This design comes from an exercise in tuning for small area on the open sky130 flow, not from production work. Where RTL was checked, it was by simulation tests only, not by an equivalence proof against the original. The clock input has no modelled driver; a real chip could not lean on it and would need a root buffer or a full tree. Power figures rest on the tool's default switching activity, not on a simulated workload.

Setup of run a:
==> flow/design.v <==
module i2s(
    input               rst_i,
    input               mck_i,
    input               lrck_i,
    input               bck_i,
    input               data_i,
    output              mck_o,
    output              lrck_o,
    output              data_o,
    output reg          sdo,
    output reg          sync
);
assign  mck_o = mck_i;
assign  lrck_o = lrck_i;
assign  data_o = data_i;
reg     lr1;
reg     d0;
always @(negedge bck_i) begin
    lr1 <= rst_i & lrck_i;
    d0 <= data_i;
end
localparam [1:0] CMD = 2'd1, D1 = 2'd0, D2 = 2'd2, IDLE = 2'd3;
localparam [7:0] FB = 8'b00101101;
reg         lr2;
reg [6:0]   dl;
reg [31:0]  sh;
reg [1:0]   ph;
reg [2:0]   k;       
reg         f;
wire start = lr1 ^ lr2;
wire load = !rst_i || start;
wire trans = k == 3'd0;     
wire data = ph == D1 || ph == D2;
wire pu = f & ~lr1;
wire dbit = f ? ~lr1 : sh[31];
wire cbit = pu ? (k == 3'd6 || k == 3'd4)
               : (k == 3'd7 || (trans && !lr1));
always @(posedge bck_i) begin
    lr2 <= lr1;
    dl <= {dl[5:0], d0};
    if (data)
        sh <= {sh[30:16], sh[15] & ~f, sh[14:0], dl[6] ^ (ph == D1 && k == 3'd1)};
    if (load) begin
        k <= 3'd1;
        ph <= CMD;
    end
    else begin
        k <= {k[1:0], FB[k]};
        if (trans)
            case (ph)
                CMD: ph <= D1;
                D1: ph <= D2;
                D2: ph <= IDLE;
                default: ph <= IDLE;
            endcase
    end
    if (!rst_i)
        f <= 1'b1;
    else if (start && !lr1)
        f <= 1'b0;
    if (rst_i) begin
        sync <= !start && ph == IDLE;
        sdo <= data ? dbit : (ph == CMD && cbit);
    end
end
endmodule
==> flow/config.mk <==
export PLATFORM = sky130hd
export DESIGN_NAME = i2s
export DESIGN_NICKNAME = i2s
export VERILOG_FILES = /design/flow/design.v
export SDC_FILE = /design/flow/constraint.sdc
export NUM_CORES = 4
export LEC_CHECK = 0
export CAP_MARGIN = 20
export CORE_MARGIN = 2
export CORE_UTILIZATION = 40
export SLEW_MARGIN = 20
==> flow/constraint.sdc <==
create_clock -name core_clock -period 10.0 [get_ports {bck_i}]
set_input_delay 2.0000 -clock core_clock [delete_from_list [all_inputs] [get_ports {bck_i}]]
set_output_delay 2.0000 -clock core_clock [all_outputs]
set_load 0.01 [all_outputs]
standard.sh (not shown) runs the stock make flow with config.mk's settings and CLKGATE_MAP_FILE= SYNTH_SCRIPT=/design/flow/synth_recipe.tcl, a recipe that flattens the netlist after the stock synthesis.
==> flow/flow/run.sh <==
#!/bin/bash
# The standard layout (standard.sh), with these changes:
#  - ports are buffered with buf_1 instead of the default clkdlybuf4s50_1;
#  - the clock tree is a flat one (flow/flat_cts.tcl): the clock port drives
#    4 sky130_fd_sc_hd__clkbuf_4 cells, each driving a cluster of nearby clock sinks;
#  - power recovery (downsizing off the critical paths) after global routing,
#    followed by another design repair (flow/post_grt.tcl).
# make's output goes to standard.log, each step's log to orfs/logs/.
set -euo pipefail
export BUFFER_PORTS_ARGS="-buffer_cell sky130_fd_sc_hd__buf_1"
export PRE_CTS_TCL="$PWD/flow/flat_cts.tcl"
export POST_GLOBAL_ROUTE_TCL="$PWD/flow/post_grt.tcl"
export FLAT_CTS_N=4
export FLAT_CTS_CELL=sky130_fd_sc_hd__clkbuf_4
export FLAT_CTS_NET=bck_i
export FLAT_CTS_KEEP_INVERTERS=0
export RECOVER_POWER=0
bash standard.sh > standard.log 2>&1
Other scripts of this flow, unchanged in this note and not shown: flow/flow/flat_cts.tcl, flow/flow/post_grt.tcl
Relative to run a, the following input files were edited for run b:
==> flow/design.v <==
module i2s(
    input               rst_i,
    input               mck_i,
    input               lrck_i,
    input               bck_i,
    input               data_i,
    output              mck_o,
    output              lrck_o,
    output              data_o,
    output reg          sdo,
    output reg          sync
);
assign  mck_o = mck_i;
assign  lrck_o = lrck_i;
assign  data_o = data_i;
reg     lr1;
reg     d0;
always @(negedge bck_i) begin
    lr1 <= rst_i & lrck_i;
    d0 <= data_i;
end
reg         lr2;
reg [6:0]   dl;
reg [31:0]  sh;
reg [1:0]   ph;      
reg [2:0]   k;       
reg         f;
wire start = lr1 ^ lr2;
wire load = !rst_i || start;
wire trans = k == 3'd2;     
wire pu = f & ~lr1;
wire dbit = f ? ~lr1 : sh[31];
wire cbit = pu ? (k == 3'd0 || k == 3'd1)
               : (k == 3'd4 || (trans && !lr1));
always @(posedge bck_i) begin
    lr2 <= lr1;
    dl <= {dl[5:0], d0};
    if (ph[1])
        sh <= {sh[30:16], sh[15] & ~f, sh[14:0], dl[6] ^ (ph[0] && k == 3'd5)};
    if (load) begin
        k <= 3'd5;
        ph <= 2'b01;
    end
    else begin
        k <= {k[1:0], k[2] ^ (k[1] | ~k[0])};
        ph <= {ph[1] ^ (trans & (ph[1] ^ ph[0])), ph[0] & ~(trans & ph[1])};
    end
    if (!rst_i)
        f <= 1'b1;
    else if (start && !lr1)
        f <= 1'b0;
    if (rst_i) begin
        sync <= ~(start | ph[1] | ph[0]);
        sdo <= ph[1] ? dbit : (ph[0] & cbit);
    end
end
endmodule
Notes after the runs:
From run a to run b the numbers moved as follows: logic depth of the worst register-to-register path went up by 1, simple logic cell fraction of the synthesized area went up by 1.2 points. Diff run a -> run b | final weighted congestion in routability-driven placement | down by a few percent. Per the comparison of run b with run a, synthesized cell count now sits higher; worst setup slack now sits higher; synthesized area now sits higher; non-clock inverter count in the final layout now sits lower; detailed-routing wirelength on met1 now sits higher. Summary of run b over run a: final cell count rose by 1.4%; post-detailed-placement cell area rose by 1.3%; sequential share of cell area fell by 1.0 points. Re wire length: run b is 96 um up on run a. Diff run b..run a | critical path depth | unchanged. Relative to run a, the average size of a mapped cell measured on run b has decreased slightly.
Function not checked in run a: the RTL went through the layout flow alone. No run of this note takes its clock network from TritonCTS; it comes from the design's own scripts or RTL.

== indigo ==
Another version of the RTL of i2s (not shown whole).
Size in the first run: about 10 I/O pins, ~1500 um^2 of cells after synthesis.
==> module i2s, before the edit <==
module i2s(
    input               rst_i,
    input               mck_i,
    input               lrck_i,
    input               bck_i,
    input               data_i,
    output              mck_o,
    output              lrck_o,
    output              data_o,
    output reg          sdo,
    output reg          sync
);
assign  mck_o = mck_i;
assign  lrck_o = lrck_i;
assign  data_o = data_i;
reg     lr1;
reg     d0;
always @(negedge bck_i) begin
    lr1 <= rst_i & lrck_i;
    d0 <= data_i;
end
localparam [1:0] CMD = 2'd0, D1 = 2'd2, D2 = 2'd3, IDLE = 2'd1;
localparam [7:0] FB = 8'b01001011;
reg         lr2;
reg [6:0]   dl;
reg [31:0]  sh;
reg [1:0]   ph;
reg [2:0]   k;       
reg         f;
wire start = lr1 ^ lr2;
wire load = !rst_i || start;
wire trans = k == 3'd7;     
wire data = ph == D1 || ph == D2;
wire pu = f & ~lr1;
wire dbit = f ? ~lr1 : sh[31];
wire cbit = pu ? (k == 3'd1 || k == 3'd3)
               : (k == 3'd0 || (trans && !lr1));
always @(posedge bck_i) begin
    lr2 <= lr1;
    dl <= {dl[5:0], d0};
    if (data)
        sh <= {sh[30:16], sh[15] & ~f, sh[14:0], dl[6] ^ (ph == D1 && k == 3'd6)};
    if (load) begin
        k <= 3'd6;
        ph <= CMD;
    end
    else begin
        k <= {k[1:0], FB[k]};
        if (trans)
            case (ph)
                CMD: ph <= D1;
                D1: ph <= D2;
                D2: ph <= IDLE;
                default: ph <= IDLE;
            endcase
    end
    if (!rst_i)
        f <= 1'b1;
    else if (start && !lr1)
        f <= 1'b0;
    if (rst_i) begin
        sync <= !start && ph == IDLE;
        sdo <= data ? dbit : (ph == CMD && cbit);
    end
end
endmodule
Settings: LEC_CHECK=0, CAP_MARGIN=20, CORE_MARGIN=2, CORE_UTILIZATION=40, SLEW_MARGIN=20; clock period 10.0 ns.
run.sh (not shown) runs the stock make flow with config.mk's settings and CLKGATE_MAP_FILE= SYNTH_SCRIPT=/design/flow/synth_recipe.tcl, a recipe that flattens the netlist after the stock synthesis.
Stock flow here: none of the scripts above is used.
In summary, indigo completed successfully, with a layout that passed the timing, DRC and antenna checks.
The inputs of maple differ from those of indigo as listed below.
==> flow/design.v <==
module i2s(
    input               rst_i,
    input               mck_i,
    input               lrck_i,
    input               bck_i,
    input               data_i,
    output              mck_o,
    output              lrck_o,
    output              data_o,
    output reg          sdo,
    output reg          sync
);
assign  mck_o = mck_i;
assign  lrck_o = lrck_i;
assign  data_o = data_i;
reg     lr1;
reg     d0;
always @(negedge bck_i) begin
    lr1 <= rst_i & lrck_i;
    d0 <= data_i;
end
reg         lr2;
reg [6:0]   dl;
reg [31:0]  sh;
reg [4:0]   cnt;     
reg [1:0]   m;       
wire start = lr1 ^ lr2;
wire [3:0] cy = {cy[2:0] & cnt[2:0], 1'b1};
wire pu = &m;
wire dbit = pu | (~|m & sh[31]);
wire [2:0] k = cnt[2:0];
wire cbit = pu ? (k == 3'd5 || k == 3'd6) : (k == 3'd4 || (k == 3'd7 && !lr1));
always @(posedge bck_i) begin
    lr2 <= lr1;
    dl <= {dl[5:0], d0};
    if (cnt[4])
        sh <= {sh[30:0], dl[6] ^ ~|cnt[3:0]};
    if (!rst_i || start)
        cnt <= 5'd8;
    else
        cnt <= cnt ^ {cy[3:0] & cnt[3:0], 1'b1} & {5{cnt[4] | cnt[3]}};
    if (!rst_i)
        m <= 2'd3;
    else if (start && m != 2'd0)
        m <= {m[1] & m[0], ~m[0]};
    if (rst_i) begin
        if (start)
            sync <= 1'b0;
        else begin
            sync <= ~(cnt[4] | cnt[3]);
            sdo <= cnt[4] ? dbit : (cnt[3] & cbit);
        end
    end
end
endmodule
[summary]
- The lower routing usage on met2 came out of indigo.
- Delta (maple minus indigo): routed wire length picked up an extra 12%, hold slack neither gained nor lost much, power share of the combinational group lost 0.9 points.
- Total chip power improves in maple relative to indigo.
- On maple: total power density per cell area is 11% lower than what indigo gave.
- Status: remaining routing DRC violations parity (indigo, maple)
Function not checked in maple: the RTL went through the layout flow alone.

Another version of the RTL of i2s (not shown whole).
Size in the first run: roughly 84 cells after synthesis, about 50 flip-flops, ~10 I/O pins.
==> module i2s, before the edit <==
module i2s(
    input               rst_i,
    input               mck_i,
    input               lrck_i,
    input               bck_i,
    input               data_i,
    output              mck_o,
    output              lrck_o,
    output              data_o,
    output reg          sdo,
    output reg          sync
);
assign  mck_o = mck_i;
assign  lrck_o = lrck_i;
assign  data_o = data_i;
reg     lr1;
reg     d0;
always @(negedge bck_i) begin
    lr1 <= rst_i & lrck_i;
    d0 <= data_i;
end
localparam [1:0] CMD = 2'd0, D1 = 2'd2, D2 = 2'd3, IDLE = 2'd1;
localparam [7:0] FB = 8'b01001011;
reg         lr2;
reg [6:0]   dl;
reg [31:0]  sh;
reg [1:0]   ph;
reg [2:0]   k;       
reg         f;
wire start = lr1 ^ lr2;
wire load = !rst_i || start;
wire trans = k == 3'd7;     
wire data = ph == D1 || ph == D2;
wire pu = f & ~lr1;
wire dbit = f ? ~lr1 : sh[31];
wire cbit = pu ? (k == 3'd1 || k == 3'd3)
               : (k == 3'd0 || (trans && !lr1));
always @(posedge bck_i) begin
    lr2 <= lr1;
    dl <= {dl[5] ^ (ph == CMD && trans), dl[4:0], d0};   
    if (data)
        sh <= {sh[30:16], sh[15] & ~f, sh[14:0], dl[6]};
    if (load) begin
        k <= 3'd6;
        ph <= CMD;
    end
    else begin
        k <= {k[1:0], FB[k]};
        if (trans)
            case (ph)
                CMD: ph <= D1;
                D1: ph <= D2;
                D2: ph <= IDLE;
                default: ph <= IDLE;
            endcase
    end
    if (!rst_i)
        f <= 1'b1;
    else if (start && !lr1)
        f <= 1'b0;
    if (rst_i) begin
        sync <= !start && ph == IDLE;
        sdo <= data ? dbit : (ph == CMD && cbit);
    end
end
endmodule
Settings: LEC_CHECK=0, CAP_MARGIN=20, CORE_MARGIN=2, CORE_UTILIZATION=40, SLEW_MARGIN=20; clock period 10.0 ns.
standard.sh (not shown) runs the stock make flow with config.mk's settings and CLKGATE_MAP_FILE= SYNTH_SCRIPT=/design/flow/synth_recipe.tcl, a recipe that flattens the netlist after the stock synthesis.
Scripts as last shown in full above: flow/flow/run.sh
Other scripts of this flow, unchanged in this note and not shown: flow/flow/flat_cts.tcl, flow/flow/post_grt.tcl
The first run ran to the end with no violations.
Next try:
--- a/flow/design.v
+++ b/flow/design.v
@@ -20,5 +20,5 @@
     d0 <= data_i;
 end
-localparam [1:0] CMD = 2'd0, D1 = 2'd2, D2 = 2'd3, IDLE = 2'd1;
+localparam [1:0] CMD = 2'd3, D1 = 2'd1, D2 = 2'd0, IDLE = 2'd2;
 localparam [7:0] FB = 8'b01001011;
 reg         lr2;
- wire length decreases by 3.6%
- critical path depth is unchanged
- design area grows by 1.4%
- worst setup slack gains 25 ps
- worst hold slack degrades by 3.7 ps
- die area hardly moves
- final cell count climbs by 0.71%
- power went down by 0.42%
- global-route usage rose by 0.22 points
- sequential cell count is unchanged
- combinational power goes up by about 4%
- synthesized cell count stays the same
- via count drops by 1.7%
No functional check of the RTL was part of any run of this note. No run of this note takes its clock network from TritonCTS; it comes from the design's own scripts or RTL.

== v2 ==
Another version of the RTL of i2s (not shown whole).
Size in the first run: ~10 I/O pins, ~0.0015 sq mm of cells after synthesis.
==> module i2s, before the edit <==
module i2s(
    input               rst_i,
    input               mck_i,
    input               lrck_i,
    input               bck_i,
    input               data_i,
    output              mck_o,
    output              lrck_o,
    output              data_o,
    output reg          sdo,
    output reg          sync
);
assign  mck_o = mck_i;
assign  lrck_o = lrck_i;
assign  data_o = data_i;
reg     lr1;
reg     d0;
always @(negedge bck_i) begin
    lr1 <= rst_i & lrck_i;
    d0 <= data_i;
end
localparam [1:0] CMD = 2'd2, D1 = 2'd0, D2 = 2'd1, IDLE = 2'd3;
localparam [7:0] FB = 8'b00101101;
reg         lr2;
reg [6:0]   dl;
reg [31:0]  sh;
reg [1:0]   ph;
reg [2:0]   k;       
reg         f;
wire start = lr1 ^ lr2;
wire load = !rst_i || start;
wire trans = k == 3'd0;     
wire data = ph == D1 || ph == D2;
wire pu = f & ~lr1;
wire dbit = f ? ~lr1 : sh[31];
wire cbit = pu ? (k == 3'd6 || k == 3'd4)
               : (k == 3'd7 || (trans && !lr1));
always @(posedge bck_i) begin
    lr2 <= lr1;
    dl <= {dl[5:0], d0};
    if (data)
        sh <= {sh[30:16], sh[15] & ~f, sh[14:0], dl[6] ^ (ph == D1 && k == 3'd1)};
    if (load) begin
        k <= 3'd1;
        ph <= CMD;
    end
    else begin
        k <= {k[1:0], FB[k]};
        if (trans)
            case (ph)
                CMD: ph <= D1;
                D1: ph <= D2;
                D2: ph <= IDLE;
                default: ph <= IDLE;
            endcase
    end
    if (!rst_i)
        f <= 1'b1;
    else if (start && !lr1)
        f <= 1'b0;
    if (rst_i) begin
        sync <= !start && ph == IDLE;
        sdo <= data ? dbit : (ph == CMD && cbit);
    end
end
endmodule
Settings: LEC_CHECK=0, CAP_MARGIN=20, CORE_MARGIN=2, CORE_UTILIZATION=40, SLEW_MARGIN=20; clock period 10.0 ns.
==> flow/flow/run.sh <==
#!/bin/bash
# The standard layout (standard.sh), with these changes:
#  - ports are buffered with buf_1 instead of the default clkdlybuf4s50_1;
#  - the clock tree is a flat one (flow/flat_cts.tcl): the clock port drives
#    4 sky130_fd_sc_hd__clkbuf_4 cells, each driving a cluster of nearby clock sinks;
#  - power recovery (downsizing off the critical paths) after global routing,
#    followed by another design repair (flow/post_grt.tcl).
# make's output goes to standard.log, each step's log to orfs/logs/.
set -euo pipefail
export BUFFER_PORTS_ARGS="-buffer_cell sky130_fd_sc_hd__buf_1"
export PRE_CTS_TCL="$PWD/flow/flat_cts.tcl"
export POST_GLOBAL_ROUTE_TCL="$PWD/flow/post_grt.tcl"
export FLAT_CTS_N=4
export FLAT_CTS_CELL=sky130_fd_sc_hd__clkbuf_4
export FLAT_CTS_NET=bck_i
export FLAT_CTS_KEEP_INVERTERS=0
export FLAT_CTS_UNBUFFER=1
export RECOVER_POWER=0
bash standard.sh > standard.log 2>&1
Other scripts of this flow, unchanged in this note and not shown: flow/flow/flat_cts.tcl, flow/flow/post_grt.tcl
> inputs changed (v2 -> v10)
--- a/flow/design.v
+++ b/flow/design.v
@@ -17,33 +17,33 @@
 reg     d0;
 always @(negedge bck_i) begin
     lr1 <= rst_i & lrck_i;
     d0 <= data_i;
 end
-localparam [1:0] CMD = 2'd2, D1 = 2'd0, D2 = 2'd1, IDLE = 2'd3;
-localparam [7:0] FB = 8'b00101101;
+localparam [1:0] CMD = 2'd0, D1 = 2'd2, D2 = 2'd3, IDLE = 2'd1;
+localparam [7:0] FB = 8'b01001011;
 reg         lr2;
 reg [6:0]   dl;
 reg [31:0]  sh;
 reg [1:0]   ph;
 reg [2:0]   k;       
 reg         f;
 wire start = lr1 ^ lr2;
 wire load = !rst_i || start;
-wire trans = k == 3'd0;     
+wire trans = k == 3'd7;     
 wire data = ph == D1 || ph == D2;
 wire pu = f & ~lr1;
 wire dbit = f ? ~lr1 : sh[31];
-wire cbit = pu ? (k == 3'd6 || k == 3'd4)
-               : (k == 3'd7 || (trans && !lr1));
+wire cbit = pu ? (k == 3'd1 || k == 3'd3)
+               : (k == 3'd0 || (trans && !lr1));
 always @(posedge bck_i) begin
     lr2 <= lr1;
     dl <= {dl[5:0], d0};
     if (data)
-        sh <= {sh[30:16], sh[15] & ~f, sh[14:0], dl[6] ^ (ph == D1 && k == 3'd1)};
+        sh <= {sh[30:16], sh[15] & ~f, sh[14:0], dl[6] ^ (ph == D1 && k == 3'd6)};
     if (load) begin
-        k <= 3'd1;
+        k <= 3'd6;
         ph <= CMD;
     end
     else begin
         k <= {k[1:0], FB[k]};
         if (trans)
## What came out
In v10 relative to v2, via count had gone down slightly.
v10 vs v2 on transition time at the pin with the least slew margin: v10 is the higher one.
Synthesized area divided by synthesized cell count: v10 vs v2 down 2.7%
v10: full flow OK, the timing, DRC and antenna checks passed
Every stage of the flow completed for v2, and the final layout passed the timing, DRC and antenna checks.
Sum of internal, switching and leakage power delta (v10 -> v2): insignificant
Summary of the comparison: HPWL after detailed placement is lower in v10, relative to v2.
The RTL of v2 was laid out without a check of its function. No run of this note takes its clock network from TritonCTS; it comes from the design's own scripts or RTL.
